Context: an optimization exercise on an open-source flow, tuned for small area, a short achievable clock period and few clock cycles per item. The choices shown serve that exercise and are no tape-out recipe. At most, simulation tests tie the RTL to the original design; equivalence was not proved. No activity file was given, so power comes from the tool's default toggle rates.

Setup of alpha:
==> flow/design.v (excerpt) <==
module muldiv#(parameter XLEN = 32)
(
    input                   clk_i,
    input                   rst_i,
    input  [XLEN-1 : 0]     a_i,
    input  [XLEN-1 : 0]     b_i,
    input                   req_i,
    input  [ 2 : 0]         operation_sel_i,
    output [XLEN-1 : 0]     muldiv_result_o,
    output reg              ready_o
);
Size in the first run: ~100 I/O pins, about 0.014 mm2 of cells after synthesis.
clock: 8.5 ns
lec_check: 0
cap_margin: 20
core_margin: 2
core_utilization: 55
place_density: 0.75
setup_slack_margin: 3.8
slew_margin: 20
run.sh (not shown) runs the stock make flow with config.mk's settings and CLKGATE_MAP_FILE= SYNTH_SCRIPT=/design/flow/synth_recipe.tcl, a recipe that flattens the netlist after the stock synthesis.
Both conditions hold for alpha: the flow ran to the end and the final layout passed the timing, design-rule and antenna checks.
Testbench counts of alpha, summed over its fixed seeds: cycles 30,308, ops 3,200.
Input-level comparison between beta and alpha:
- SETUP_SLACK_MARGIN now 4.4, was 3.8
==> summary.txt <==
beta finished all stages; the layout is clean. Count of non-CTS buffers in the layout (beta vs. alpha) increases by more than a quarter. Cmp beta and alpha / number of fillers in the final layout / higher: alpha. Comparing alpha against beta, there is no change at all in count of placed standard cells including taps. Of beta and alpha, the higher global routing usage summed across all routing layers belongs to beta. Looking at minimum clock period after layout, beta sits 0.36 ns below alpha. beta vs alpha — worst setup slack after layout rose 0.36 ns. Share of final layout cell area taken by non-clock buffers: lower on alpha.
Relative to beta, the following input files were edited for gamma:
- changing SETUP_SLACK_MARGIN from 4.4 to 4.0
==> comparison <==
- gamma reports its worst setup path endpoint as acc_lo[18] while beta reports acc_hi[31].
- Comparing beta against gamma, there is no change at all in clock tree buffer count of the final layout.
- beta → gamma: final cell area excluding filler cells now sits lower; power share of the clock group now sits higher.
- gamma -> beta: area fraction in compound gates after synthesis flat
- Number of buffers added for setup after CTS was higher in the run labelled beta.
- Compared to beta, gamma has share of the clock period used by the worst path 3.4 points higher.
Modified inputs, delta compared to gamma
- changing SETUP_SLACK_MARGIN from 4.0 to 4.2
Findings:
delta did not stop at any stage, and its layout met the timing, design-rule and antenna checks. Utilization in delta is 1.8 points above gamma. Summary of delta over gamma: residual DRC count roughly the same; logic gate share of total power higher; sequential share of layout area lower; wire length higher. Looking at cell at the slowest stage of the critical path, the sky130_fd_sc_hd__dfxtp_4 result is from gamma; the sky130_fd_sc_hd__fa_1 one comes from delta. Taking gamma as the reference, in delta global-route wire length before repair higher; number of antenna diodes lower; met2 demand-to-capacity share in global routing higher; area added between synthesis and finish higher.


run 1:
muldiv, a different RTL version from the one above (not shown whole).
Size: about 1800 cells after synthesis, ~140 flip-flops.
clock: 8.5 ns
lec_check: 0
cap_margin: 20
core_margin: 2
core_utilization: 55
cts_buf_list: sky130_fd_sc_hd__clkbuf_8
place_density: 0.75
setup_slack_margin: 4.0
slew_margin: 20
Testbench counts of run 1, summed over its fixed seeds: cycles 30,308, ops 3,200.
### run 1 -> run 2
- SETUP_SLACK_MARGIN: 4.0 -> 4.2
- CTS_BUF_LIST: sky130_fd_sc_hd__clkbuf_8 -> unset
--- outcome ---
- Run 2 reached the final stage; the timing, design-rule and antenna checks on its layout passed.
- On critical path depth in cells: run 2 sits below run 1.
- | final period utilization | run 2 vs run 1 | 2.8 points lower |
- Run 1 -> run 2: arithmetic-cell share of the synthesized area counting full adders, half adders and majority gates delta 0, exact match
- Run 2 and run 1 ended up with roughly the same antenna diode count.
- Cmp run 2 and run 1 / worst hold slack / higher: run 1
Input-level comparison between run 3 and run 2:
- swapping 4.2 for 4.0 in SETUP_SLACK_MARGIN
--- outcome ---
In terms of hold slack, run 2 and run 3 differ only marginally. Going from run 2 to run 3, the power dissipated by switching net loads was found to have gone down by about 0.9%. Setup slack: run 3 lower than run 2. acc_hi[23]$_DFF_P_ as the termination of the worst setup path was reported by run 3, and muldiv_result_o[2] by run 2.


Another version of the RTL of muldiv (not shown whole).
Size in the first run: roughly 1800 cells after synthesis, ~100 I/O pins, about 14000 sq um of cells after synthesis.
// muldiv
module muldiv#(parameter XLEN = 32)
(
    input                   clk_i,
    input                   rst_i,
    input  [XLEN-1 : 0]     a_i,
    input  [XLEN-1 : 0]     b_i,
    input                   req_i,
    input  [ 2 : 0]         operation_sel_i,
    output [XLEN-1 : 0]     muldiv_result_o,
    output reg              ready_o
);
clock: 8.5 ns
lec_check: 0
cap_margin: 20
core_margin: 2
core_utilization: 40
place_density: 0.6
setup_slack_margin: 4.2
slew_margin: 20
Then changed:
--- a/flow/config.mk
+++ b/flow/config.mk
@@ -11,3 +11,3 @@
 export PLACE_DENSITY = 0.6
-export SETUP_SLACK_MARGIN = 4.2
+export SETUP_SLACK_MARGIN = 4.5
 export SLEW_MARGIN = 20
The changed run completed without violations.
Worst setup slack is better by 0.069 ns.
Clock power came out lower by 11%.
Die area does not change.
No run of this note included a check of the RTL's function; only the layout flow was run.


muldiv, a different RTL version from the one above (not shown whole).
Size: about 1900 cells after synthesis, roughly 100 I/O pins, about 0.015 sq mm of cells after synthesis.
==> flow/config.mk <==
export PLATFORM = sky130hd
export DESIGN_NAME = muldiv
export DESIGN_NICKNAME = muldiv
export VERILOG_FILES = /design/flow/design.v
export SDC_FILE = /design/flow/constraint.sdc
export NUM_CORES = 4
export LEC_CHECK = 0
export CAP_MARGIN = 20
export CORE_MARGIN = 2
export CORE_UTILIZATION = 40
export PLACE_DENSITY = 0.6
export SETUP_SLACK_MARGIN = 5.0
export SLEW_MARGIN = 20
==> flow/constraint.sdc <==
create_clock -name core_clock -period 8.5 [get_ports {clk_i}]
set_input_delay 1.7000 -clock core_clock [delete_from_list [all_inputs] [get_ports {clk_i}]]
set_output_delay 1.7000 -clock core_clock [all_outputs]
set_load 0.01 [all_outputs]
The first run ran to the end with no violations.
Testbench counts at the start, summed over its fixed seeds: cycles 30,115, ops 3,200.
Next try:
Settings changed: SETUP_SLACK_MARGIN 5.0 to 4.0.
=> Routed wire length came out lower by 9.7%. Die area does not change. Total power shrinks by 17%. Clock-buffer cell count is higher by 3. Cell area shrinks by 15%. Synthesized area is unchanged. Worst setup slack loses 0.28 ns. Non-clock buffer count shrinks by 143. Sequential share of layout area is higher by 2.5 points. Global-route usage goes down by 2.8 points. Utilization fell by 8.3 points.

-- separate check: timing with driven ports --
Ports are ideal in the flow. The routed layouts listed here were re-timed in OpenROAD.
Step 1: set_driving_cell puts a clkbuf_16 on clk_i and a buf_2 on each other input, an assumption about the parent block.
Step 2 times the ports against the registers' clock, not the clock port: input delays grow and output delays shrink by t, the midpoint of the rising clock arrivals with the driver on.
Slacks: no drivers / after step 1 / after step 2; pairs: no drivers / after step 1.
run	t (ns)	setup WS [ns]	worst setup path at the end	clock arrival spread, ns	worst register clock-pin slew, ns
alpha	0.484	3.995 / 3.995 / 3.555	input to register	0.014 / 0.014	0.07 / 0.07
beta	0.489	4.351 / 4.351 / 3.943	input to register	0.016 / 0.016	0.07 / 0.07
gamma	0.479	4.058 / 4.058 / 3.636	input to register	0.012 / 0.013	0.07 / 0.07
delta	0.477	4.134 / 4.134 / 3.855	input to register	0.014 / 0.014	0.07 / 0.07
run 1	0.520	4.098 / 4.106 / 3.586	input to register	0.025 / 0.025	0.11 / 0.11
run 2	0.493	4.337 / 4.286 / 3.927	input to register	0.021 / 0.021	0.08 / 0.08
run 3	0.489	4.186 / 4.186 / 3.715	input to register	0.019 / 0.019	0.08 / 0.08
the first run of note 3	0.502	4.096 / 4.096 / 3.756	input to register	0.019 / 0.019	0.08 / 0.08
the second run of note 3	0.491	4.165 / 4.165 / 4.090	input to register	0.014 / 0.014	0.07 / 0.07
the first run of note 4	0.489	4.178 / 4.178 / 3.877	input to register	0.014 / 0.014	0.07 / 0.07
the second run of note 4	0.498	3.894 / 3.925 / 3.427	input to register	0.016 / 0.016	0.07 / 0.07
After both steps setup and hold are still met in every run listed. For run 1, which loses most, drivers alone change the setup slack by +0.008 ns; drivers and shift together by -0.512 ns.
